This is an optimization exercise on Yosys and OpenROAD, whose aim is small area, not a production implementation.
Function was checked by simulation only, so behaviour that the tests miss may differ from the original.
No run shown here takes its clock network from TritonCTS; it comes from the design's own scripts or RTL.
The clock port is modelled as an ideal driver, which makes a skipped or thinned clock tree look cheaper than it is; a real chip needs a root buffer or a tree.
Power is estimated from default activity; no workload was simulated.

File: design.v
`timescale 1ns / 1ps
module moving_average # (
    parameter integer in_bits = 16,
    parameter integer out_bits = 16,
    parameter integer log2_samples = 8
    )(
    input wire [in_bits-1:0] in_data,
    input wire clk,
    input wire rst,  
    output wire [out_bits-1:0] out_data
    );
    localparam integer samples = 2**log2_samples;
    localparam integer reg_bits = in_bits+log2_samples;
    localparam integer depth = samples+1;    
    localparam integer cut = 12;             
    localparam integer hi_bits = reg_bits-in_bits-1;
    reg [depth*in_bits-1:0] line;
    reg [8:0] lfsr;
    reg full;
    reg [reg_bits-1:0] sum;
    reg p_diff, p_sum;                       
    wire [in_bits-1:0] newest = line[in_bits-1:0];
    wire [in_bits-1:0] oldest = line[depth*in_bits-1:(depth-1)*in_bits];
    wire sub_old = full;
    wire [in_bits:0] da = {newest[in_bits-1], newest};
    wire [in_bits:0] db = ~({(in_bits+1){sub_old}} & {oldest[in_bits-1], oldest});
    wire [in_bits+1:0] dc;
    wire [in_bits:0] diff;
    wire [in_bits+1:0] sc;
    wire [reg_bits-1:0] next;
    assign dc[0] = 1'b1;
    assign sc[0] = 1'b0;
    genvar i;
    generate
    for (i = 0; i <= in_bits; i = i+1) begin : gen_add
        wire dci = (i == cut) ? p_diff : dc[i];
        wire sci = (i == cut) ? p_sum : sc[i];
        assign diff[i] = da[i] ^ db[i] ^ dci;
        assign dc[i+1] = (da[i] & db[i]) | (dci & (da[i] ^ db[i]));
        assign next[i] = sum[i] ^ diff[i] ^ sci;
        assign sc[i+1] = (sum[i] & diff[i]) | (sci & (sum[i] ^ diff[i]));
    end
    endgenerate
    wire [hi_bits-1:0] sum_hi = sum[reg_bits-1:in_bits+1];
    wire [hi_bits-1:0] hi_inc = sum_hi + 1'b1;
    wire [hi_bits-1:0] hi_dec = sum_hi - 1'b1;
    wire up = sc[in_bits+1] & ~diff[in_bits];
    wire down = ~sc[in_bits+1] & diff[in_bits];
    assign next[reg_bits-1:in_bits+1] = up ? hi_inc : down ? hi_dec : sum_hi;
    always @(posedge clk) begin
        line[depth*in_bits-1:in_bits] <= line[(depth-1)*in_bits-1:0];
        line[in_bits-1:0] <= rst ? {in_bits{1'b0}} : in_data;
    end
    always @(posedge clk) begin
        if (rst) begin
            lfsr <= 9'd0;
            full <= 1'b0;
            sum <= {reg_bits{1'b0}};
            p_diff <= 1'b0;
            p_sum <= 1'b0;
        end
        else begin
            lfsr <= {lfsr[7:0], ~(lfsr[8] ^ lfsr[4])};
            if (lfsr == 9'h0cf)
                full <= 1'b1;
            sum <= next;
            p_diff <= dc[cut];
            p_sum <= sc[cut];
        end
    end
    wire [reg_bits-cut-1:0] total_hi = sum[reg_bits-1:cut] + p_diff + p_sum;
    wire [reg_bits-1:0] total = {total_hi, sum[cut-1:0]};
    assign out_data = {total[reg_bits-1], total[reg_bits-3:reg_bits-out_bits-1]};
endmodule
File: flow/run.sh
#!/bin/bash
# Own layout flow: the standard flow, except that the clock tree is built by
# flow/tree.tcl (a load-balanced buffer tree) instead of TritonCTS, and the
# ports are buffered with buf_1 cells. Each stage's output goes to its own
# log here; ORFS keeps its per-step logs under orfs/logs.
set -euo pipefail
W=$(pwd)

# 1. standard synthesis, floorplan and placement
bash standard.sh BUFFER_PORTS_ARGS="-buffer_cell sky130_fd_sc_hd__buf_1" place > "$W/stage1_place.log" 2>&1

# 2. clock tree: ORFS's cts step with our cts.tcl
rm -rf "$W/scripts_cts"
cp -r "$FLOW_HOME/scripts" "$W/scripts_cts"
cp "$W/flow/cts.tcl" "$W/flow/tree.tcl" "$W/scripts_cts/"
bash standard.sh SCRIPTS_DIR="$W/scripts_cts" cts > "$W/stage2_cts.log" 2>&1

# 3. standard routing and finishing
bash standard.sh finish > "$W/stage3_finish.log" 2>&1
File: flow/cts.tcl
utl::set_metrics_stage "cts__{}"
source $::env(SCRIPTS_DIR)/load.tcl
source $::env(SCRIPTS_DIR)/lec_check.tcl
erase_non_stage_variables cts
load_design 3_place.odb 3_place.sdc
source_step_tcl PRE CTS

# Clone clock tree inverters next to register loads
# so cts does not try to buffer the inverted clocks.
repair_clock_inverters

proc save_progress { stage } {
  puts "Run 'make gui_$stage.odb' to load progress snapshot"
  orfs_write_db $::env(RESULTS_DIR)/$stage.odb
  orfs_write_sdc $::env(RESULTS_DIR)/$stage.sdc
}

source [file join [file dirname [info script]] tree.tcl]
set_dont_use $::env(DONT_USE_CELLS)
tree_build clk {
  {sky130_fd_sc_hd__buf_4 {12 13 14 15 16} 0.042}
  {{sky130_fd_sc_hd__buf_4 sky130_fd_sc_hd__buf_8 sky130_fd_sc_hd__clkbuf_16} {6 8 10 12 14 20} 0.090}
  {{sky130_fd_sc_hd__buf_8 sky130_fd_sc_hd__clkbuf_16} {2 3 4 6 8 12} 0.200}
}

utl::push_metrics_stage "cts__{}__pre_repair_timing"
log_cmd estimate_parasitics -placement
if { $::env(DETAILED_METRICS) } {
  report_metrics 4 "cts pre-repair-timing"
}
utl::pop_metrics_stage

set_placement_padding -global \
  -left $::env(CELL_PAD_IN_SITES_DETAIL_PLACEMENT) \
  -right $::env(CELL_PAD_IN_SITES_DETAIL_PLACEMENT)

set result [catch { detailed_placement } msg]
if { $result != 0 } {
  save_progress 4_1_error
  error "Detailed placement failed in CTS: $msg"
}

# Legalization moves the tree's buffers a little; split any leaf buffer that
# it left too slow, and legalize again.
for {set i 0} {$i < 3} {incr i} {
  if {[tree_fixup 0.118] == 0} break
  set result [catch { detailed_placement } msg]
  if { $result != 0 } {
    save_progress 4_1_error
    error "Detailed placement failed in CTS: $msg"
  }
}

log_cmd estimate_parasitics -placement

if { $::env(CTS_SNAPSHOTS) } {
  save_progress 4_1_pre_repair_hold_setup
}

if { !$::env(SKIP_CTS_REPAIR_TIMING) } {
  if { $::env(EQUIVALENCE_CHECK) } {
    write_eqy_verilog 4_before_rsz.v
  }
  if { $::env(LEC_CHECK) } {
    write_lec_verilog 4_before_rsz_lec.v
  }

  repair_timing_helper

  if { $::env(EQUIVALENCE_CHECK) } {
    run_equivalence_test
  }
  if { $::env(LEC_CHECK) } {
    write_lec_verilog 4_after_rsz_lec.v
    run_lec_test 4_rsz 4_before_rsz_lec.v 4_after_rsz_lec.v
  }

  set result [catch { detailed_placement } msg]
  if { $result != 0 } {
    save_progress 4_1_error
    error "Detailed placement failed in CTS: $msg"
  }

  check_placement -verbose
}

report_metrics 4 "cts final"

source_step_tcl POST CTS

orfs_write_db $::env(RESULTS_DIR)/4_1_cts.odb
orfs_write_sdc $::env(RESULTS_DIR)/4_cts.sdc
File: flow/tree.tcl
# Build a balanced clock buffer tree on net clk, bottom-up. A level may use
# inverters; the levels must then hold an even number of inverting ones.
# Each level groups the current sinks into spatially compact clusters by
# recursive bisection and drives each cluster from one new buffer placed at
# its centroid. A cluster whose buffer's load (pins and placement-estimated
# wire) is above the level's limit is split into as many parts as the excess
# calls for, until none is.
# levels: list of {cell max_sinks max_load_pF}, leaf level first;
# levels are added until a single buffer remains.

proc tree_bisect {items k} {
  if {$k <= 1} { return [list $items] }
  set xs {}; set ys {}
  foreach it $items { lappend xs [lindex $it 0]; lappend ys [lindex $it 1] }
  set xs [lsort -integer $xs]; set ys [lsort -integer $ys]
  set dx [expr {[lindex $xs end] - [lindex $xs 0]}]
  set dy [expr {[lindex $ys end] - [lindex $ys 0]}]
  set idx [expr {$dx >= $dy ? 0 : 1}]
  set sorted [lsort -integer -index $idx $items]
  set k1 [expr {$k / 2}]
  set k2 [expr {$k - $k1}]
  set n [llength $sorted]
  set n1 [expr {int(round(double($n) * $k1 / $k))}]
  return [concat [tree_bisect [lrange $sorted 0 [expr {$n1 - 1}]] $k1] \
                 [tree_bisect [lrange $sorted $n1 end] $k2]]
}

set ::tree_count 0

# drive group g (list of {x y iterm}) from a new buffer of master; the
# buffer's input goes on net drv. Returns {x y inst}.
proc tree_drive {block master g lvl drv} {
  set sx 0; set sy 0
  foreach s $g { incr sx [lindex $s 0]; incr sy [lindex $s 1] }
  set cx [expr {$sx / [llength $g]}]
  set cy [expr {$sy / [llength $g]}]
  set id [incr ::tree_count]
  while {[$block findInst "ctree_${lvl}_$id"] != "NULL" || [$block findNet "ctree_net_${lvl}_$id"] != "NULL"} {
    set id [incr ::tree_count]
  }
  set inst [odb::dbInst_create $block $master "ctree_${lvl}_$id"]
  $inst setLocation [expr {$cx - [$master getWidth] / 2}] [expr {$cy - [$master getHeight] / 2}]
  $inst setPlacementStatus PLACED
  set net [odb::dbNet_create $block "ctree_net_${lvl}_$id"]
  $net setSigType CLOCK
  foreach s $g {
    set it [lindex $s 2]
    $it disconnect
    $it connect $net
  }
  [tree_pin $inst out] connect $net
  [tree_pin $inst in] connect $drv
  return [list $cx $cy $inst $g]
}

# the signal input or output pin of a buffer or inverter
proc tree_pin {inst dir} {
  foreach it [$inst getITerms] {
    if {$dir == "out" && [$it isOutputSignal]} { return $it }
    if {$dir == "in" && [$it isInputSignal]} { return $it }
  }
  error "no $dir pin on [$inst getName]"
}

# total capacitance (pF) on the net the buffer drives
proc tree_load {inst} {
  set ::tree_name [[[tree_pin $inst out] getNet] getName]
  with_output_to_variable ::tree_r { report_net -digits 6 $::tree_name }
  if {![regexp {Total capacitance: ([0-9.]+)-([0-9.]+)} $::tree_r -> a b]} {
    regexp {Total capacitance: ([0-9.]+)} $::tree_r -> b
  }
  return $b
}

# Build one level over sinks with clusters of at most maxn sinks, then split
# any cluster whose load is over target. Returns the list of buffers.
proc tree_level {block master sinks maxn target lvl root} {
  set n [llength $sinks]
  set k [expr {int(ceil(double($n) / $maxn))}]
  set bufs {}
  foreach g [tree_bisect $sinks $k] {
    lappend bufs [tree_drive $block $master $g $lvl $root]
  }
  for {set pass 0} {$pass < 8} {incr pass} {
    estimate_parasitics -placement
    set keep {}; set redo {}
    foreach b $bufs {
      set load [tree_load [lindex $b 2]]
      if {[llength [lindex $b 3]] > 1 && $load > $target} { lappend redo [concat $b $load] } else { lappend keep $b }
    }
    if {[llength $redo] == 0} break
    foreach b $redo {
      set m [expr {max(2, int(ceil([lindex $b 4] * 1.05 / $target)))}]
      set m [expr {min($m, [llength [lindex $b 3]])}]
      tree_undo [list $b] $root
      foreach h [tree_bisect [lindex $b 3] $m] { lappend keep [tree_drive $block $master $h $lvl $root] }
    }
    set bufs $keep
  }
  return $bufs
}

# remove buffers, putting their sinks back on net root
proc tree_undo {bufs root} {
  foreach b $bufs {
    set inst [lindex $b 2]
    set net [[tree_pin $inst out] getNet]
    foreach s [lindex $b 3] { [lindex $s 2] disconnect; [lindex $s 2] connect $root }
    [tree_pin $inst out] disconnect
    [tree_pin $inst in] disconnect
    odb::dbInst_destroy $inst
    odb::dbNet_destroy $net
  }
}

proc tree_build {netname levels} {
  set db [ord::get_db]
  set block [ord::get_db_block]
  set root [$block findNet $netname]
  set_propagated_clock [all_clocks]
  set sinks {}
  foreach it [$root getITerms] {
    if {[$it getIoType] == "INPUT"} {
      set bb [[$it getInst] getBBox]
      lappend sinks [list [expr {([$bb xMin] + [$bb xMax]) / 2}] [expr {([$bb yMin] + [$bb yMax]) / 2}] $it]
    }
  }
  puts "tree: [llength $sinks] sinks on $netname"
  set lvl 0
  while {[llength $sinks] > 1} {
    set level [lindex $levels [expr {min($lvl, [llength $levels] - 1)}]]
    lassign $level cells cands target
    set best {}
    set best_cost 1e30
    foreach cell $cells {
      set master [$db findMaster $cell]
      set lc [get_lib_cells */$cell]
      set area [get_property $lc area]
      set cin [get_property [get_lib_pins */$cell/A] capacitance]
      foreach maxn $cands {
        set bufs [tree_level $block $master $sinks $maxn $target $lvl $root]
        set cost [expr {[llength $bufs] * ($area + 0.25 * $cin)}]
        if {$cost < $best_cost} { set best_cost $cost; set best [list $cell $maxn] }
        tree_undo $bufs $root
      }
    }
    lassign $best cell maxn
    set bufs [tree_level $block [$db findMaster $cell] $sinks $maxn $target $lvl $root]
    set worst 0; set total 0
    foreach b $bufs { set l [tree_load [lindex $b 2]]; set worst [expr {max($worst, $l)}]; set total [expr {$total + $l}] }
    puts "tree: level $lvl: [llength $bufs] x $cell (clusters of $maxn), largest load $worst pF, mean [expr {$total / [llength $bufs]}]"
    set sinks {}
    foreach b $bufs { lappend sinks [list [lindex $b 0] [lindex $b 1] [tree_pin [lindex $b 2] in]] }
    incr lvl
  }
  puts "tree: top buffer on $netname"
}

# After legalization: split every leaf buffer (named by pattern) whose output slew,
# with placement parasitics, is above maxslew (ns). Returns how many it split.
proc tree_fixup {maxslew {pattern ctree_0_*} {lvl 0}} {
  set db [ord::get_db]
  set block [ord::get_db_block]
  estimate_parasitics -placement
  set split 0
  foreach inst [$block getInsts] {
    if {![string match $pattern [$inst getName]]} continue
    set out [tree_pin $inst out]
    set p [get_pins [$inst getName]/[[$out getMTerm] getName]]
    set s [expr {max([get_property $p slew_max_rise], [get_property $p slew_max_fall])}]
    if {$s <= $maxslew} continue
    set net [$out getNet]
    set g {}
    foreach it [$net getITerms] {
      if {$it == $out} continue
      set bb [[$it getInst] getBBox]
      lappend g [list [expr {([$bb xMin] + [$bb xMax]) / 2}] [expr {([$bb yMin] + [$bb yMax]) / 2}] $it]
    }
    if {[llength $g] < 2} continue
    lassign [tree_bisect $g 2] g1 g2
    set drv [[tree_pin $inst in] getNet]
    tree_drive $block [$inst getMaster] $g2 $lvl $drv
    incr split
  }
  puts "tree: split $split slow leaf buffers (over $maxslew ns)"
  return $split
}

# Before global placement: drive the sinks of net netname in clusters of
# maxn from new buffers (named ctree_p_*), so that the placer keeps each
# cluster together. The buffers and their nets are marked dont_touch so the
# placement steps keep them; the clock tree step clears that.
proc tree_preleaves {netname cell maxn} {
  set db [ord::get_db]
  set block [ord::get_db_block]
  set root [$block findNet $netname]
  set master [$db findMaster $cell]
  set sinks {}
  foreach it [$root getITerms] {
    if {[$it getIoType] == "INPUT"} {
      set bb [[$it getInst] getBBox]
      lappend sinks [list [expr {([$bb xMin] + [$bb xMax]) / 2}] [expr {([$bb yMin] + [$bb yMax]) / 2}] $it]
    }
  }
  set k [expr {int(ceil(double([llength $sinks]) / $maxn))}]
  foreach g [tree_bisect $sinks $k] {
    set b [tree_drive $block $master $g p $root]
    set inst [lindex $b 2]
    $inst setDoNotTouch 1
    set net [[tree_pin $inst out] getNet]
    $net setDoNotTouch 1
    # a signal net for now, so that global placement weighs it
    $net setSigType SIGNAL
  }
  puts "tree: $k leaf buffers ($cell) before placement, clusters of $maxn"
}

proc tree_release {pattern} {
  foreach inst [[ord::get_db_block] getInsts] {
    if {[string match $pattern [$inst getName]]} {
      $inst setDoNotTouch 0
      set net [[tree_pin $inst out] getNet]
      $net setDoNotTouch 0
      $net setSigType CLOCK
    }
  }
}
File: standard.sh
#!/bin/bash
# synth_recipe.tcl (not shown) runs the flow's synth.tcl, then flattens the netlist and writes it again
# the make line also repeats each setting of config.mk as NAME=value (left out here)
make -C /OpenROAD-flow-scripts/flow DESIGN_CONFIG=/design/flow/config.mk WORK_HOME=/design/flow/orfs CLKGATE_MAP_FILE= SYNTH_SCRIPT=/design/flow/synth_recipe.tcl "${@:-finish}"
File: config.mk
export PLATFORM = sky130hd
export DESIGN_NAME = moving_average
export DESIGN_NICKNAME = moving_average
export VERILOG_FILES = /design/flow/design.v
export SDC_FILE = /design/flow/constraint.sdc
export NUM_CORES = 4
export LEC_CHECK = 0
export CAP_MARGIN = 20
export CORE_MARGIN = 2
export CORE_UTILIZATION = 70
export SLEW_MARGIN = 20
File: constraint.sdc
create_clock -name core_clock -period 8.0 [get_ports {clk}]
set_input_delay 1.6000 -clock core_clock [delete_from_list [all_inputs] [get_ports {clk}]]
set_output_delay 1.6000 -clock core_clock [all_outputs]
set_load 0.01 [all_outputs]
==> impl_metrics.tcl, run 1 <==
set metrics [dict create \
    floorplan.initialDensity_pct 70.6 \
    grt_pass1_wl_um 129000 \
    slowest_stage "fa_1" \
    global_route.overflow_total 0 \
    endpoint_kind "flip-flop" \
    synth-main-ff-cell "dfxtp_1" \
    nNetsFinal 4800 \
    avgSynthCellArea_sq_um 19.4 \
    share_of_synthesized_area_occupied_by_flip_flops_and_latches_pct 97.9 \
    track_usage_pct 12.2 \
    initial_antenna_violation_count 3 \
    top_level_ports 34 \
    totalNegativeSetupSlack_ns 0 \
    synth_cell_types 39 \
    drcViolationCount 0 \
    routed_wirelength_um 76100 \
    rsz_0062_raised_after_global_routing "no" \
    postCtsHoldBufs 0 \
    cpLargestDelayFamily "adder cells" \
    area_added_between_synthesis_and_finish_pct 5.55 \
    timing.critical_path.from_type "flip-flop" \
    fmax_mhz 166 \
    synth_cells 4372 \
    yosys_warnings 1 \
    post_route_cells_drive_above_1_share_pct 7.47 \
    critical_path.max_stage_delay_ns 0.50 \
    min-delay-path-class "reg -> reg" \
    worst_slew_pin_slew_ns 0.999 \
    ys_async_sr_fraction_pct 0 \
    min_period_over_period_pct 75.5 \
    criticalPathCategory "reg -> reg" \
    port-buffer-count 33 \
    grt_start_max_net_pins 56 \
    die_y_um 352 \
    synth_area_leader_cell "dfxtp_1" \
    setup_viol 0 \
    vdd_ir_drop_max_mv 0.203 \
    postSynthNetCount 4432 \
    timing.critical_path.fanout_max 17 \
    core_area_sq_um 120000 \
    hpwl_um 34900 \
    leakagePower_nw 36.0 \
    first_global_vias 26381 \
    crit_buf_inv 4 \
    critical-path-top-cell-by-count "fa_1" \
    via_count 26671 \
    timing_hold_violations_final 0 \
    finalMaxSlewViolations 0 \
    routabilityCongestion 0.685 \
    yosys-top-cells-area "dfxtp_1 (98%), fa_1 (0.78%), nor2b_1 (0.23%)" \
    design.die.area_sq_um 124000 \
    synth-edff-count 0 \
    run_status "no timing/DRC/antenna violations" \
    cp_data_arrival_time_ns 6.68 \
    routedWlPerCell_um 12.0 \
    die_w_um 352 \
    placementRows 127 \
    detail_route.first_pass.iterations 4 \
    detailedRoute.firstIterationViolations 1251 \
    cellPowerDensity_nw_per_um2 322 \
    final.setup_skew_ns 0.0672 \
    crit_required_ns 8.63 \
    stdcell_count 6351 \
    synth_seq_cells 4148 \
    post_cts.resized_instances 0 \
    ant_nets 0 \
    clk_transition_reported_paths_ns 0.11 \
    vias_per_cell 4.20 \
    post_cts.repair.setup_buffers 0 \
    yosys.area.top_type_share_pct 97.9 \
    timing.max_slew.rel_slack_pct 33.4 \
    maxCapViolCount 0 \
    placed_cells 6004 \
    layout_min_cycle_time_ns 6.04 \
    worstSkewPairLatency_ns 0.84 \
    cp_cell_sequence "buf_4, and2_1, ha_1, inv_1, fa_1, fa_1, fa_1, fa_1, fa_1, fa_1, fa_1, fa_1, fa_1, fa_1, inv_1, fa_1, inv_1, fa_1, nor2b_1" \
    num-fill-cells 7287 \
    combined_area_of_all_synthesized_cells_sq_um 84800 \
]
## sequential cells by signal, indices dropped and copies added (netlist names)
register	count
p_diff	1
lfsr	9
sum	24
full	1
line	4112
p_sum	1
## area by class of cell
cell class	count	area [sq um]	area share, %
Timing Repair Buffer	34	133	0.148
Inverter	41	154	0.172
Tap cell	1612	2020	2.25
Buffer	346	2630	2.94
Multi-Input combinational cell	169	1540	1.72
Sequential cell	4148	83000	92.8
Antenna cell	1	2.50	0.00280
## metrics by stage
stage / hold slack (ns) / util (%) / instance area [sq um] / setup WS (ns) / total power [W]
2_1_floorplan: 0.310 / - / 84800 / 2.08 / 0.0217
3_3_place_gp: 0.310 / 72.3 / 86900 / 1.98 / 0.0218
3_5_place_dp: 0.312 / 72.3 / 86900 / 1.92 / 0.0218
4_1_cts: 0.263 / 74.5 / 89500 / 1.92 / 0.0291
5_1_grt: 0.251 / 74.5 / 89500 / 1.72 / 0.0300
6_report: 0.269 / 74.5 / 89500 / 1.96 / 0.0288
## layer usage
layer / up-vias / global-route usage [%] / routed length (um) / share of wire (%)
met5: - / 0 / 23 / 0.030
met4: 4 / 5.19 / 2570 / 3.4
met3: 207 / 2.75 / 3620 / 4.8
met2: 375 / 14.8 / 25900 / 34
met1: 12194 / 20.7 / 44000 / 58
li1: 13891 / - / - / -
## cells by family (layout without fill, tap and decap cells)
logic type,after synthesis,in the layout,share of synthesized area (%)
flip-flops,4148,4148,97.9
AND/OR/NAND/NOR,94,94,0.600
buffers and inverters,55,421,0.271
adder cells (fa/ha/maj),42,42,0.912
AO/OA/AOI/OAI,19,19,0.156
XOR/XNOR,13,13,0.134
multiplexers,1,1,0.0118
other,0,1,0
## power breakdown
part	switching, W	internal, W	total (W)
registers	0.000103	0.0209	0.0210
logic	0.000164	0.000138	0.000303
clock network	0.00526	0.00223	0.00749
## cell usage after synthesis, types with 3 or more instances
| cell type | count |
|---|---|
| ha_1 | 9 |
| inv_1 | 40 |
| dfxtp_1 | 4148 |
| buf_4 | 6 |
| o21ai_0 | 4 |
| nor2_1 | 20 |
| xor2_1 | 4 |
| fa_1 | 33 |
| nor2b_1 | 31 |
| clkbuf_1 | 5 |
| xnor2_1 | 9 |
| nand3_1 | 3 |
| nand2_1 | 22 |
## cell usage in the layout (no fill, tap or decap), types with 3 or more instances in the layout
cell type,instances
nor2_1,20
ha_1,9
xor2_1,4
nand3_1,3
inv_1,40
buf_1,32
dfxtp_1,4148
buf_4,343
xnor2_1,9
fa_1,33
o21ai_0,4
nand2_1,22
nor2b_1,31
buf_8,4
## path summary, 6_finish.rpt
| check | depth (start not counted) | start | slack, ns | to |
|---|---|---|---|---|
| max | 19 | full | 1.96 | sum[11] |
| max reg2reg | 19 | full | 1.96 | sum[11] |
| min reg2reg | 0 | line[887] | 0.27 | line[903] |
| min | 0 | line[887] | 0.27 | line[903] |
==> run 2: changes to the inputs <==
--- a/flow/cts.tcl
+++ b/flow/cts.tcl
@@ -18,7 +18,7 @@
 source [file join [file dirname [info script]] tree.tcl]
 set_dont_use $::env(DONT_USE_CELLS)
 tree_build clk {
-  {sky130_fd_sc_hd__buf_4 {12 13 14 15 16} 0.042}
+  {sky130_fd_sc_hd__buf_4 {13 14 15 16 17} 0.042 sky130_fd_sc_hd__buf_6 0.052}
   {{sky130_fd_sc_hd__buf_4 sky130_fd_sc_hd__buf_8 sky130_fd_sc_hd__clkbuf_16} {6 8 10 12 14 20} 0.090}
   {{sky130_fd_sc_hd__buf_8 sky130_fd_sc_hd__clkbuf_16} {2 3 4 6 8 12} 0.200}
 }
@@ -40,10 +40,10 @@
   error "Detailed placement failed in CTS: $msg"
 }
 
-# Legalization moves the tree's buffers a little; split any leaf buffer that
-# it left too slow, and legalize again.
+# Legalization moves the tree's buffers a little; upsize (or split) any leaf
+# buffer that it left too slow, and legalize again.
 for {set i 0} {$i < 3} {incr i} {
-  if {[tree_fixup 0.118] == 0} break
+  if {[tree_fixup 0.118 ctree_0_* 0 sky130_fd_sc_hd__buf_6] == 0} break
   set result [catch { detailed_placement } msg]
   if { $result != 0 } {
     save_progress 4_1_error
--- a/flow/tree.tcl
+++ b/flow/tree.tcl
@@ -74,7 +74,7 @@
 
 # Build one level over sinks with clusters of at most maxn sinks, then split
 # any cluster whose load is over target. Returns the list of buffers.
-proc tree_level {block master sinks maxn target lvl root} {
+proc tree_level {block master sinks maxn target lvl root {upmaster NULL} {uptarget 0}} {
   set n [llength $sinks]
   set k [expr {int(ceil(double($n) / $maxn))}]
   set bufs {}
@@ -85,8 +85,17 @@
     estimate_parasitics -placement
     set keep {}; set redo {}
     foreach b $bufs {
-      set load [tree_load [lindex $b 2]]
-      if {[llength [lindex $b 3]] > 1 && $load > $target} { lappend redo [concat $b $load] } else { lappend keep $b }
+      set inst [lindex $b 2]
+      set load [tree_load $inst]
+      set up [expr {$upmaster != "NULL" && [$inst getMaster] == $upmaster}]
+      if {[llength [lindex $b 3]] > 1 && $load > ($up ? $uptarget : $target)} {
+        if {$upmaster != "NULL" && !$up && $load <= $uptarget} {
+          $inst swapMaster $upmaster
+          lappend keep $b
+        } else {
+          lappend redo [concat $b $load]
+        }
+      } else { lappend keep $b }
     }
     if {[llength $redo] == 0} break
     foreach b $redo {
@@ -129,7 +138,9 @@
   set lvl 0
   while {[llength $sinks] > 1} {
     set level [lindex $levels [expr {min($lvl, [llength $levels] - 1)}]]
-    lassign $level cells cands target
+    lassign $level cells cands target upcell uptarget
+    set upmaster NULL
+    if {$upcell != ""} { set upmaster [$db findMaster $upcell] }
     set best {}
     set best_cost 1e30
     foreach cell $cells {
@@ -138,14 +149,18 @@
       set area [get_property $lc area]
       set cin [get_property [get_lib_pins */$cell/A] capacitance]
       foreach maxn $cands {
-        set bufs [tree_level $block $master $sinks $maxn $target $lvl $root]
-        set cost [expr {[llength $bufs] * ($area + 0.25 * $cin)}]
+        set bufs [tree_level $block $master $sinks $maxn $target $lvl $root $upmaster $uptarget]
+        set cost 0
+        foreach b $bufs {
+          set bm [[lindex $b 2] getMaster]
+          set cost [expr {$cost + [get_property [get_lib_cells */[$bm getName]] area] + 0.25 * $cin}]
+        }
         if {$cost < $best_cost} { set best_cost $cost; set best [list $cell $maxn] }
         tree_undo $bufs $root
       }
     }
     lassign $best cell maxn
-    set bufs [tree_level $block [$db findMaster $cell] $sinks $maxn $target $lvl $root]
+    set bufs [tree_level $block [$db findMaster $cell] $sinks $maxn $target $lvl $root $upmaster $uptarget]
     set worst 0; set total 0
     foreach b $bufs { set l [tree_load [lindex $b 2]]; set worst [expr {max($worst, $l)}]; set total [expr {$total + $l}] }
     puts "tree: level $lvl: [llength $bufs] x $cell (clusters of $maxn), largest load $worst pF, mean [expr {$total / [llength $bufs]}]"
@@ -156,9 +171,10 @@
   puts "tree: top buffer on $netname"
 }
 
-# After legalization: split every leaf buffer (named by pattern) whose output slew,
+# After legalization: upsize to upcell (if given and not yet done), else split,
+# every leaf buffer (named by pattern) whose output slew,
 # with placement parasitics, is above maxslew (ns). Returns how many it split.
-proc tree_fixup {maxslew {pattern ctree_0_*} {lvl 0}} {
+proc tree_fixup {maxslew {pattern ctree_0_*} {lvl 0} {upcell ""}} {
   set db [ord::get_db]
   set block [ord::get_db_block]
   estimate_parasitics -placement
@@ -169,6 +185,11 @@
     set p [get_pins [$inst getName]/[[$out getMTerm] getName]]
     set s [expr {max([get_property $p slew_max_rise], [get_property $p slew_max_fall])}]
     if {$s <= $maxslew} continue
+    if {$upcell != "" && [[$inst getMaster] getName] != $upcell} {
+      $inst swapMaster [$db findMaster $upcell]
+      incr split
+      continue
+    }
     set net [$out getNet]
     set g {}
     foreach it [$net getITerms] {
--- a/config.mk
+++ b/config.mk
@@ -7,5 +7,5 @@
 export LEC_CHECK = 0
 export CAP_MARGIN = 20
 export CORE_MARGIN = 2
-export CORE_UTILIZATION = 70
+export CORE_UTILIZATION = 75
 export SLEW_MARGIN = 20
==> run 2 against run 1 <==
Net effect:
- still clean
- critical path depth shrank 2
- total power is essentially flat
- sequential power is essentially flat
- maximum frequency grew 2.9%
- critical endpoint unchanged
- highest routed layer unchanged
==> impl_metrics.tcl, run 2 <==
set metrics [dict create \
    endpoint_kind "flip-flop" \
    area_added_between_synthesis_and_finish_pct 5.30 \
    global_route.overflow_total 0 \
    core_area_sq_um 112000 \
    post_cts.resized_instances 0 \
    totalNegativeSetupSlack_ns 0 \
    critical_path.max_stage_delay_ns 0.49 \
    postLayoutCellArea_sq_um 89300 \
    post_route_cells_drive_above_1_share_pct 7.08 \
    largest_register_ffs 4112 \
    timing.critical_path.fanout_max 16 \
    synth_cells 4372 \
    clk_transition_reported_paths_ns 0.11 \
    port-buffer-count 33 \
    via_count 26567 \
    post_cts.repair.setup_buffers 0 \
    grt_start_max_net_pins 56 \
    min_period_over_period_pct 73.4 \
    timing.max_slew.rel_slack_pct 32.1 \
    synth.top_cells.by_count "dfxtp_1 (4,148), inv_1 (40), fa_1 (33)" \
    vias_per_cell 4.27 \
    yosys.area.top_type_share_pct 97.9 \
    synth-main-ff-cell "dfxtp_1" \
    finalMaxSlewViolations 0 \
    postCtsHoldBufs 0 \
    yosys_warnings 1 \
    timing.critical_path.from_type "flip-flop" \
    cp_cell_sequence "buf_4, nand2_1, fa_1, fa_1, fa_1, fa_1, fa_1, fa_1, fa_1, fa_1, fa_1, fa_1, inv_1, fa_1, inv_1, fa_1, nor2b_1" \
    first_global_vias 27175 \
    hpwl_um 37400 \
    drcViolationCount 0 \
    nNetsFinal 4780 \
    design.die.area_sq_um 116000 \
    synth_seq_cells 4148 \
    share_of_synthesized_area_occupied_by_flip_flops_and_latches_pct 97.9 \
    top_level_ports 34 \
    final.setup_skew_ns 0.0493 \
    routedWlPerCell_um 12.8 \
    synth-edff-count 0 \
    most-common-layout-cells "dfxtp_1 (4,148), buf_4 (302), inv_1 (40), fa_1 (33), buf_1 (32)" \
    ant_nets 0 \
    crit_required_ns 8.66 \
    detail_route.first_pass.iterations 4 \
    finalCoreUtilization_pct 79.5 \
    rsz_0062_raised_after_global_routing "no" \
    worstSkewPairLatency_ns 0.81 \
    synth.most_common_cell "dfxtp_1" \
    timing_hold_violations_final 0 \
    slowest_stage "fa_1" \
    combined_area_of_all_synthesized_cells_sq_um 84800 \
    detailedRoute.firstIterationViolations 937 \
    ys_async_sr_fraction_pct 0 \
    layout.cells.most_common "dfxtp_1" \
    yosys-top-cells-area "dfxtp_1 (98%), fa_1 (0.78%), nor2b_1 (0.23%)" \
    maxCapViolCount 0 \
    grt_pass1_wl_um 134000 \
    die_w_um 340 \
    avgSynthCellArea_sq_um 19.4 \
    criticalPathCategory "reg -> reg" \
    die_y_um 340 \
    min-delay-path-class "reg -> reg" \
    initial_antenna_violation_count 5 \
    synth_cell_types 39 \
    vdd_ir_drop_max_mv 0.222 \
    placed_cell_area_sq_um 86700 \
    floorplan.initialDensity_pct 75.5 \
    layout_min_cycle_time_ns 5.87 \
    run_status "no timing/DRC/antenna violations" \
    postSynthNetCount 4432 \
    placementRows 123 \
    cellPowerDensity_nw_per_um2 322 \
    cp_data_arrival_time_ns 6.53 \
    routed_wirelength_um 79700 \
    largestRegisters "line: 4112 flops, sum: 24 flops, lfsr: 9 flops" \
    setup_viol 0 \
    top_register "line" \
    leakagePower_nw 35.9 \
    worst_slew_pin_slew_ns 1.02 \
    synth_area_leader_cell "dfxtp_1" \
    track_usage_pct 13.8 \
    critical-path-top-cell-by-count "fa_1" \
    routabilityCongestion 0.699 \
    fmax_mhz 170 \
]
-- run 2: where the power goes --
| part | switching, W | internal [W] |
|---|---|---|
| Combinational | 0.000170 | 0.000139 |
| Sequential | 0.000105 | 0.0209 |
| Clock | 0.00529 | 0.00218 |
| Total | 0.00556 | 0.0232 |
-- run 2: metal layers --
metal | wire length [um] | vias up | GRT usage, %
met1 | 44700 | 12145 | 22.7
met4 | 2530 | 6 | 5.11
li1 | - | 13835 | -
met2 | 29000 | 362 | 18.1
met5 | 33 | - | 0
met3 | 3490 | 219 | 2.82
-- run 2: cell families after synthesis --
group	Yosys count	synth area share (%)
flops	4148	97.9
buf+inv	55	0.271
xor+xnor	13	0.134
compound gates	19	0.156
simple gates	94	0.600
mux	1	0.0118
fa+ha+maj	42	0.912
-- run 2: final cells by class --
cell class              instances  area [sq um]
diodes                          1          2.50
plain buffers                 326          2560
fillers                      5955         23000
inverters                      41           154
multi-input cells             169          1540
flip-flops and latches       4148         83000
well taps                    1500          1880
repair buffers                 34           133
-- run 2: stage by stage --
stage | instances | setup WS, ns | hold WS [ns] | power [W]
floorplan | 4372 | 2.08 | 0.310 | 0.0217
global route | 6218 | 1.87 | 0.284 | 0.0299
detailed placement | 5892 | 2.11 | 0.312 | 0.0218
CTS | 6218 | 2.09 | 0.288 | 0.0290
global placement | 5892 | 2.15 | 0.310 | 0.0218
finish | 6219 | 2.13 | 0.284 | 0.0288
-- run 2: final timing paths --
path,startpoint,end,slack (ns),depth (start not counted)
setup / recovery,full,sum[11],2.13,17
hold / removal,line[4052],line[4068],0.28,0
setup reg to reg,full,sum[11],2.13,17
hold reg to reg,line[4052],line[4068],0.28,0
-- run 2: critical path, delay by kind of cell (launching register included) --
family / cells / cell delay, ns
adder cells (fa/ha/maj): 12 / 4.82
flip-flops: 1 / 0.34
buffers and inverters: 3 / 0.32
AND/OR/NAND/NOR: 2 / 0.24
==> run 3: changes to the inputs <==
--- a/config.mk
+++ b/config.mk
@@ -7,5 +7,7 @@
 export LEC_CHECK = 0
 export CAP_MARGIN = 20
 export CORE_MARGIN = 2
-export CORE_UTILIZATION = 75
+export CORE_UTILIZATION = 70
+export GPL_ROUTABILITY_DRIVEN = 0
+export GPL_TIMING_DRIVEN = 0
 export SLEW_MARGIN = 20
==> run 3 against run 2 <==
Net effect:
- global-route usage is 1.5 points lower
- maximum frequency decreased by 8.4%
- still clean
- cell count rose by 2.1%
- critical path type unchanged
- register-to-register slack got worse by 0.54 ns
- sequential share of layout area shrank 0.19 points
- clock power down 1%
- clock skew up 0.024 ns
- combinational power grew 2%
==> impl_metrics.tcl, run 3 <==
set metrics [dict create \
    finalMaxSlewViolations 0 \
    worst_slew_pin_slew_ns 0.645 \
    port-buffer-count 32 \
    place_worst_setup_slack_ns 1.46 \
    synth.most_common_cell "dfxtp_1" \
    yosys-top-cells-area "dfxtp_1 (98%), fa_1 (0.78%), nor2b_1 (0.23%)" \
    reg2reg_setup_slack_ns 1.59 \
    die_w_um 352 \
    maxCapViolCount 0 \
    design.die.area_sq_um 124000 \
    placementRows 127 \
    avgSynthCellArea_sq_um 19.4 \
    largest_register_ffs 4112 \
    num-fill-cells 7162 \
    timing.max_slew.rel_slack_pct 57.0 \
    share_of_synthesized_area_occupied_by_flip_flops_and_latches_pct 97.9 \
    endpoint_kind "flip-flop" \
    launch_point_of_the_worst_reg_to_reg_path "full" \
    ant_nets 0 \
    synth-edff-count 0 \
    routedWlPerCell_um 12.0 \
    final.setup_skew_ns 0.0736 \
    timing.critical_path.fanout_max 10 \
    post_cts.resized_instances 0 \
    r2r_end "sum[11]" \
    top_register "line" \
    largestRegisters "line: 4112 flops, sum: 24 flops, lfsr: 9 flops" \
    die_y_um 352 \
    worst_hold_startpoint "line[1137]" \
    setup_viol 0 \
    most-common-layout-cells "dfxtp_1 (4,148), buf_4 (317), inv_1 (40), buf_1 (34), fa_1 (33)" \
    area_added_between_synthesis_and_finish_pct 5.51 \
    layout.area.seq_sq_um 83000 \
    run_status "no timing/DRC/antenna violations" \
    ys_async_sr_fraction_pct 0 \
    postSynthNetCount 4432 \
    global_route.overflow_total 0 \
    postCtsHoldBufs 0 \
    fmax_mhz 156 \
    crit_required_ns 8.72 \
    multi_input_comb_area_sq_um 1540 \
    worstSkewPairLatency_ns 0.83 \
    grt_pass1_wl_um 128000 \
    synth_cells 4372 \
    min-delay-path-class "reg -> reg" \
    criticalPathCategory "reg -> reg" \
    via_count 26437 \
    initial_antenna_violation_count 3 \
    track_usage_pct 12.3 \
    synth-main-ff-cell "dfxtp_1" \
    timing.critical_path.from_type "flip-flop" \
    cp_data_arrival_time_ns 7.13 \
    detail_route.first_pass.iterations 4 \
    vdd_ir_drop_max_mv 0.208 \
    timing_hold_violations_final 0 \
    synth.top_cells.by_count "dfxtp_1 (4,148), inv_1 (40), fa_1 (33)" \
    timing.final.ws_setup_ns 1.59 \
    grt_start_max_net_pins 15 \
    yosys_warnings 1 \
    routed_wirelength_um 76500 \
    hpwl_um 36800 \
    first_global_vias 26250 \
    core_area_sq_um 120000 \
    hold_end "line[1153]" \
    yosys.area.top_type_share_pct 97.9 \
    min_path_cells 0 \
    rsz_0062_raised_after_global_routing "no" \
    floorplan.initialDensity_pct 70.6 \
    vias_per_cell 4.16 \
    layout_min_cycle_time_ns 6.41 \
    totalNegativeSetupSlack_ns 0 \
    synth_area_leader_cell "dfxtp_1" \
    top_level_ports 34 \
    detailedRoute.firstIterationViolations 1134 \
    nNetsFinal 4792 \
    leakagePower_nw 36.0 \
    min_period_over_period_pct 80.1 \
    layout.cells.most_common "dfxtp_1" \
    clk_transition_reported_paths_ns 0.12 \
    post_cts.repair.setup_buffers 0 \
    synth_cell_types 39 \
    cellPowerDensity_nw_per_um2 321 \
    depth_of_the_worst_register_to_register_path 18 \
    post_route_cells_drive_above_1_share_pct 7.17 \
    combined_area_of_all_synthesized_cells_sq_um 84800 \
    drcViolationCount 0 \
    synth_seq_cells 4148 \
]
-- run 3: area by class of cell --
| type | count | area share, % |
|---|---|---|
| Sequential cell | 4148 | 92.8 |
| Multi-Input combinational cell | 169 | 1.72 |
| Antenna cell | 6 | 0.0168 |
| Buffer | 340 | 2.90 |
| Tap cell | 1612 | 2.25 |
| Timing Repair Buffer | 32 | 0.134 |
| Inverter | 41 | 0.172 |
-- run 3: worst max-delay path by stage --
stage,startpoint,end,cells past startpoint
after floorplan,full,sum[11],18
after CTS,full,sum[11],18
after global placement,full,sum[11],18
final,full,sum[11],18
after global routing,full,sum[11],18
after detailed placement,full,sum[11],18
-- run 3: per-layer routing --
metal	wire length [um]	global-route usage [%]	part of all wire [%]	up-vias
met5	13	0	0.017	-
met3	3770	2.75	4.9	199
met1	44400	21.0	58	11988
met4	2320	4.73	3.0	2
met2	26000	14.8	34	366
li1	-	-	-	13882
-- run 3: metrics by stage --
stage / instances / util [%] / instance area [sq um] / hold slack [ns] / power (W)
after global placement: 6016 / 72.4 / 86900 / 0.310 / 0.0218
after CTS: 6342 / 74.5 / 89500 / 0.284 / 0.0290
final: 6348 / 74.5 / 89500 / 0.288 / 0.0287
after detailed placement: 6016 / 72.4 / 86900 / 0.312 / 0.0218
after floorplan: 4372 / - / 84800 / 0.310 / 0.0217
after global routing: 6342 / 74.5 / 89500 / 0.288 / 0.0298
-- run 3: power breakdown --
group / internal [W] / leakage [nW] / switching, W / total [W]
clock: 0.00215 / 1.59 / 0.00523 / 0.00738
combinational: 0.000146 / 0.753 / 0.000168 / 0.000313
sequential: 0.0209 / 33.6 / 0.000102 / 0.0210
-- run 3: logic make-up (layout without fill, tap and decap cells) --
logic type	Yosys count	in the layout	share of synthesized area, %
buffers and inverters	55	413	0.271
adder cells (fa/ha/maj)	42	42	0.912
multiplexers	1	1	0.0118
other	0	6	0
XOR/XNOR	13	13	0.134
AND/OR/NAND/NOR	94	94	0.600
flip-flops	4148	4148	97.9
AO/OA/AOI/OAI	19	19	0.156
-- run 3: critical path: stages, from the launching register on --
cell      delay (ns)
dfxtp_1         0.31
clkbuf_1        0.35
clkbuf_1        0.46
nand2_1         0.14
fa_1            0.43
fa_1            0.39
fa_1            0.39
fa_1            0.39
fa_1            0.39
fa_1            0.41
fa_1            0.39
fa_1            0.39
fa_1            0.40
fa_1            0.49
inv_1           0.05
fa_1            0.38
inv_1           0.07
fa_1            0.39
nor2b_1         0.13
==> run 4: changes to the inputs <==
--- a/config.mk
+++ b/config.mk
@@ -8,6 +8,6 @@
 export CAP_MARGIN = 20
 export CORE_MARGIN = 2
 export CORE_UTILIZATION = 70
-export GPL_ROUTABILITY_DRIVEN = 0
 export GPL_TIMING_DRIVEN = 0
+export PLACE_DENSITY_LB_ADDON = 0.0
 export SLEW_MARGIN = 20
==> run 4 against run 3 <==
Net effect:
- first-iteration DRC count increased by 5.1%
- cell count unchanged
- critical endpoint unchanged
- register-to-register slack got worse by 0.03 ns
- via count up 1.3%
- clock skew fell by 0.017 ns
==> impl_metrics.tcl, run 4 <==
set metrics [dict create \
    synth-edff-count 0 \
    clk_transition_reported_paths_ns 0.12 \
    global_route.overflow_total 0 \
    worstSkewPairLatency_ns 0.83 \
    final.setup_skew_ns 0.0565 \
    combined_area_of_all_synthesized_cells_sq_um 84800 \
    top_register "line" \
    placementRows 127 \
    synth_cell_types 39 \
    crit_required_ns 8.65 \
    timing.critical_path.fanout_max 10 \
    largest_register_ffs 4112 \
    synth_area_leader_cell "dfxtp_1" \
    placed_cell_area_sq_um 86900 \
    grt_start_max_net_pins 15 \
    routabilityCongestion 0.693 \
    synth_cells 4372 \
    finalCoreUtilization_pct 74.5 \
    maxCapViolCount 0 \
    synth.top_cells.by_count "dfxtp_1 (4,148), inv_1 (40), fa_1 (33)" \
    die_w_um 352 \
    routed_wirelength_um 77300 \
    first_global_vias 26583 \
    floorplan.initialDensity_pct 70.6 \
    vdd_ir_drop_max_mv 0.214 \
    synth-main-ff-cell "dfxtp_1" \
    run_status "no timing/DRC/antenna violations" \
    cellPowerDensity_nw_per_um2 321 \
    post_cts.resized_instances 0 \
    layout.cells.most_common "dfxtp_1" \
    initial_antenna_violation_count 6 \
    timing_hold_violations_final 0 \
    via_count 26783 \
    yosys-top-cells-area "dfxtp_1 (98%), fa_1 (0.78%), nor2b_1 (0.23%)" \
    setup_viol 0 \
    min_path_cells 0 \
    leakagePower_nw 36.0 \
    synth_seq_cells 4148 \
    launching_instance_or_port_of_the_critical_path "full" \
    ys_async_sr_fraction_pct 0 \
    nNetsFinal 4792 \
    postCtsHoldBufs 0 \
    totalNegativeSetupSlack_ns 0 \
    launch_point_of_the_worst_reg_to_reg_path "full" \
    core_area_sq_um 120000 \
    detail_route.first_pass.iterations 4 \
    detailedRoute.firstIterationViolations 1192 \
    largestRegisters "line: 4112 flops, sum: 24 flops, lfsr: 9 flops" \
    yosys.area.top_type_share_pct 97.9 \
    share_of_synthesized_area_occupied_by_flip_flops_and_latches_pct 97.9 \
    criticalPathCategory "reg -> reg" \
    min-delay-path-class "reg -> reg" \
    post_cts.repair.setup_buffers 0 \
    timing.critical_path.from_type "flip-flop" \
    worst_hold_startpoint "line[347]" \
    ant_nets 0 \
    die_y_um 352 \
    min_period_over_period_pct 80.5 \
    hpwl_um 37800 \
    synth.most_common_cell "dfxtp_1" \
    worst_slew_pin_slew_ns 1.04 \
    port-buffer-count 32 \
    postLayoutCellArea_sq_um 89500 \
    vias_per_cell 4.22 \
    rsz_0062_raised_after_global_routing "no" \
    top_level_ports 34 \
    design.die.area_sq_um 124000 \
    post_route_cells_drive_above_1_share_pct 7.17 \
    multi_input_comb_area_sq_um 1540 \
    cp_data_arrival_time_ns 7.09 \
    layout.area.seq_sq_um 83000 \
    timing.max_slew.rel_slack_pct 30.5 \
    area_added_between_synthesis_and_finish_pct 5.53 \
    num-fill-cells 7213 \
    routedWlPerCell_um 12.2 \
    endpoint_kind "flip-flop" \
    finalMaxSlewViolations 0 \
    worst_hold_slack_ns 0.285 \
    most-common-layout-cells "dfxtp_1 (4,148), buf_4 (312), inv_1 (40), buf_1 (34), fa_1 (33)" \
    postSynthNetCount 4432 \
    yosys_warnings 1 \
    grt_pass1_wl_um 130000 \
    depth_of_the_worst_register_to_register_path 18 \
    fmax_mhz 155 \
    track_usage_pct 12.5 \
    layout_min_cycle_time_ns 6.44 \
    drcViolationCount 0 \
    avgSynthCellArea_sq_um 19.4 \
]
## run 4: metal layers
layer	global-route usage (%)	routed length, um	up-vias
li1	-	-	13877
met1	21.1	44400	12309
met2	15.2	26300	362
met3	2.86	3760	227
met4	5.26	2760	8
met5	0	50	-
## run 4: worst max-delay path: stages, from the launching register on
cell	delay [ns]
dfxtp_1	0.32
clkbuf_1	0.30
clkbuf_1	0.45
nand2_1	0.14
fa_1	0.43
fa_1	0.39
fa_1	0.39
fa_1	0.39
fa_1	0.40
fa_1	0.40
fa_1	0.39
fa_1	0.39
fa_1	0.38
fa_1	0.48
inv_1	0.05
fa_1	0.38
inv_1	0.07
fa_1	0.39
nor2b_1	0.13
## run 4: layout make-up
type / instances / area share (%)
Inverter: 41 / 0.172
Buffer: 340 / 2.92
Timing Repair Buffer: 32 / 0.134
Multi-Input combinational cell: 169 / 1.72
Tap cell: 1612 / 2.25
Sequential cell: 4148 / 92.8
Antenna cell: 6 / 0.0168
## run 4: path summary, 6_finish.rpt
path                             endpoint  slack [ns]
worst max-delay path              sum[11]        1.56
worst min-delay path            line[363]        0.28
worst max register to register    sum[11]        1.56
worst min register to register  line[363]        0.28
## run 4: power breakdown
part	leakage [nW]	internal [W]	switching, W	total (W)
clock	1.60	0.00216	0.00524	0.00740
combinational	0.753	0.000147	0.000180	0.000326
sequential	33.6	0.0209	0.000104	0.0210
## run 4: kinds of logic after synthesis
| group | share of synthesized area, % |
|---|---|
| AO/OA/AOI/OAI | 0.156 |
| XOR/XNOR | 0.134 |
| adder cells (fa/ha/maj) | 0.912 |
| buffers and inverters | 0.271 |
| flip-flops | 97.9 |
| multiplexers | 0.0118 |
| AND/OR/NAND/NOR | 0.600 |
## run 4: per-stage QoR
stage / total power (W) / instances / setup slack (ns)
final: 0.0287 / 6348 / 1.56
after global routing: 0.0299 / 6342 / 1.22
after CTS: 0.0291 / 6342 / 1.49
after detailed placement: 0.0218 / 6016 / 1.55
after global placement: 0.0218 / 6016 / 1.58
after floorplan: 0.0217 / 4372 / 2.08
==> run 5: changes to the inputs <==
--- a/config.mk
+++ b/config.mk
@@ -8,6 +8,4 @@
 export CAP_MARGIN = 20
 export CORE_MARGIN = 2
 export CORE_UTILIZATION = 70
-export GPL_TIMING_DRIVEN = 0
-export PLACE_DENSITY_LB_ADDON = 0.0
 export SLEW_MARGIN = 20
==> run 5 against run 4 <==
Net effect:
- still clean on timing, DRC and antenna
- wire length decreased by 1.5%
- sequential cell count is the same
- synthesized cell count did not move
- area after synthesis unchanged
- critical path depth rose by 1
- clock skew increased by 0.018 ns
- maximum frequency rose by 5.8%
- via count decreased by 0.68%
- die area did not move
- cell count shrank 0.22%
==> impl_metrics.tcl, run 5 <==
set metrics [dict create \
    area_added_between_synthesis_and_finish_pct 5.47 \
    ant_nets 0 \
    min-delay-path-class "reg -> reg" \
    timing.max_slew.rel_slack_pct 32.5 \
    endpoint_kind "flip-flop" \
    track_usage_pct 12.2 \
    grt_pass1_wl_um 129000 \
    vias_per_cell 4.20 \
    top_level_ports 34 \
    synth-main-ff-cell "dfxtp_1" \
    port-buffer-count 33 \
    detailedRoute.firstIterationViolations 1237 \
    post_cts.resized_instances 0 \
    synth_cell_types 39 \
    top_register "line" \
    fmax_mhz 164 \
    synth-edff-count 0 \
    post_cts.repair.setup_buffers 0 \
    setup_viol 0 \
    synth.most_common_cell "dfxtp_1" \
    maxCapViolCount 0 \
    hpwl_um 34900 \
    synth.top_cells.by_count "dfxtp_1 (4,148), inv_1 (40), fa_1 (33)" \
    synth_cells 4372 \
    largest_register_ffs 4112 \
    routabilityCongestion 0.685 \
    clk_transition_reported_paths_ns 0.11 \
    grt_start_max_net_pins 56 \
    slowest_stage "fa_1" \
    ys_async_sr_fraction_pct 0 \
    layout_min_cycle_time_ns 6.08 \
    drcViolationCount 0 \
    detail_route.first_pass.iterations 4 \
    global_route.overflow_total 0 \
    routed_wirelength_um 76100 \
    layout.cells.most_common "dfxtp_1" \
    floorplan.initialDensity_pct 70.6 \
    placed_cell_area_sq_um 86900 \
    postLayoutCellArea_sq_um 89400 \
    rsz_0062_raised_after_global_routing "no" \
    worstSkewPairLatency_ns 0.86 \
    placementRows 127 \
    avgSynthCellArea_sq_um 19.4 \
    yosys_warnings 1 \
    timing.critical_path.from_type "flip-flop" \
    synth_seq_cells 4148 \
    largestRegisters "line: 4112 flops, sum: 24 flops, lfsr: 9 flops" \
    post_route_cells_drive_above_1_share_pct 7.08 \
    initial_antenna_violation_count 3 \
    yosys-top-cells-area "dfxtp_1 (98%), fa_1 (0.78%), nor2b_1 (0.23%)" \
    core_area_sq_um 120000 \
    postSynthNetCount 4432 \
    postCtsHoldBufs 0 \
    via_count 26601 \
    die_y_um 352 \
    run_status "no timing/DRC/antenna violations" \
    combined_area_of_all_synthesized_cells_sq_um 84800 \
    most-common-layout-cells "dfxtp_1 (4,148), buf_4 (303), inv_1 (40), fa_1 (33), buf_1 (32)" \
    nNetsFinal 4780 \
    design.die.area_sq_um 124000 \
    vdd_ir_drop_max_mv 0.203 \
    synth_area_leader_cell "dfxtp_1" \
    critical_path.max_stage_delay_ns 0.50 \
    timing_hold_violations_final 0 \
    yosys.area.top_type_share_pct 97.9 \
    worst_slew_pin_slew_ns 1.01 \
    leakagePower_nw 35.9 \
    cp_cell_sequence "buf_4, and2_1, ha_1, inv_1, fa_1, fa_1, fa_1, fa_1, fa_1, fa_1, fa_1, fa_1, fa_1, fa_1, inv_1, fa_1, inv_1, fa_1, nor2b_1" \
    totalNegativeSetupSlack_ns 0 \
    critical-path-top-cell-by-count "fa_1" \
    die_w_um 352 \
    min_period_over_period_pct 76.1 \
    timing.critical_path.fanout_max 17 \
    crit_required_ns 8.66 \
    num-fill-cells 7285 \
    share_of_synthesized_area_occupied_by_flip_flops_and_latches_pct 97.9 \
    first_global_vias 26241 \
    finalMaxSlewViolations 0 \
    final.setup_skew_ns 0.0743 \
    routedWlPerCell_um 12.0 \
    cp_data_arrival_time_ns 6.75 \
    criticalPathCategory "reg -> reg" \
    cellPowerDensity_nw_per_um2 321 \
]
[run 5: layout make-up]
cell class                 count  area, sq um  share of cell area (%)
antenna                        4         10.0                  0.0112
buffer                       326         2550                    2.85
inverter                      41          154                   0.172
multi-input combinational    169         1540                    1.72
sequential                  4148        83000                    92.8
tap                         1612         2020                    2.25
timing repair buffer          34          133                   0.148
[run 5: worst max-delay path, delay by kind of cell (launching register included)]
kind,cells,cell delay (ns)
fa+ha+maj,13,4.91
buf+inv,4,0.39
flops,1,0.33
simple gates,2,0.28
[run 5: logic make-up after synthesis]
group / after synthesis / synth area share, %
mux: 1 / 0.0118
simple gates: 94 / 0.600
fa+ha+maj: 42 / 0.912
xor+xnor: 13 / 0.134
compound gates: 19 / 0.156
buf+inv: 55 / 0.271
flops: 4148 / 97.9
[run 5: per-stage QoR]
step | power [W] | instances | hold WS [ns] | setup slack [ns] | util [%]
floorplan | 0.0217 | 4372 | 0.310 | 2.08 | -
global placement | 0.0218 | 6004 | 0.310 | 1.98 | 72.3
detailed placement | 0.0218 | 6004 | 0.312 | 1.92 | 72.3
CTS | 0.0291 | 6330 | 0.262 | 1.89 | 74.4
global route | 0.0299 | 6330 | 0.266 | 1.66 | 74.4
finish | 0.0287 | 6334 | 0.267 | 1.92 | 74.5
[run 5: final timing paths]
path                            slack, ns       start  cells past startpoint         end
worst max register to register       1.92        full                     19     sum[11]
worst max-delay path                 1.92        full                     19     sum[11]
worst min register to register       0.27  line[3813]                      0  line[3829]
worst min-delay path                 0.27  line[3813]                      0  line[3829]
[run 5: where the power goes]
group	internal, W	total [W]	switching [W]
clock network	0.00217	0.00743	0.00526
registers	0.0209	0.0210	0.000103
logic	0.000138	0.000303	0.000165
[run 5: layer usage]
metal	up-vias	routed length, um	track usage [%]
met2	364	25700	14.8
met3	222	3600	2.64
met4	4	2710	5.15
met5	-	24	0
li1	13857	-	-
met1	12154	44100	20.7

==> port drivers added, routing unchanged <==
In the flow no input, the clock included, has a driving cell. The finished layouts below were timed again as built, in two steps.
Step 1 assumes that a clkbuf_16 drives the clock port and a buf_2 every other input.
Step 2, shift: input delay + t, output delay - t, t = (earliest + latest rising clock arrival at the registers) / 2. This alone moves slack from input paths to output paths.
Three values: no drivers, after step 1, after step 2; two values: the first two.
run	shift t [ns]	slack for setup (ns)	cell pins on the clock port's net
run 1	0.869	1.958 / 1.958 / 1.958	1
run 2	0.861	2.130 / 2.130 / 2.130	1
run 3	0.857	1.592 / 1.592 / 1.592	1
run 4	0.867	1.560 / 1.560 / 1.560	1
run 5	0.869	1.915 / 1.915 / 1.915	1
After both steps setup and hold are still met in every run listed.
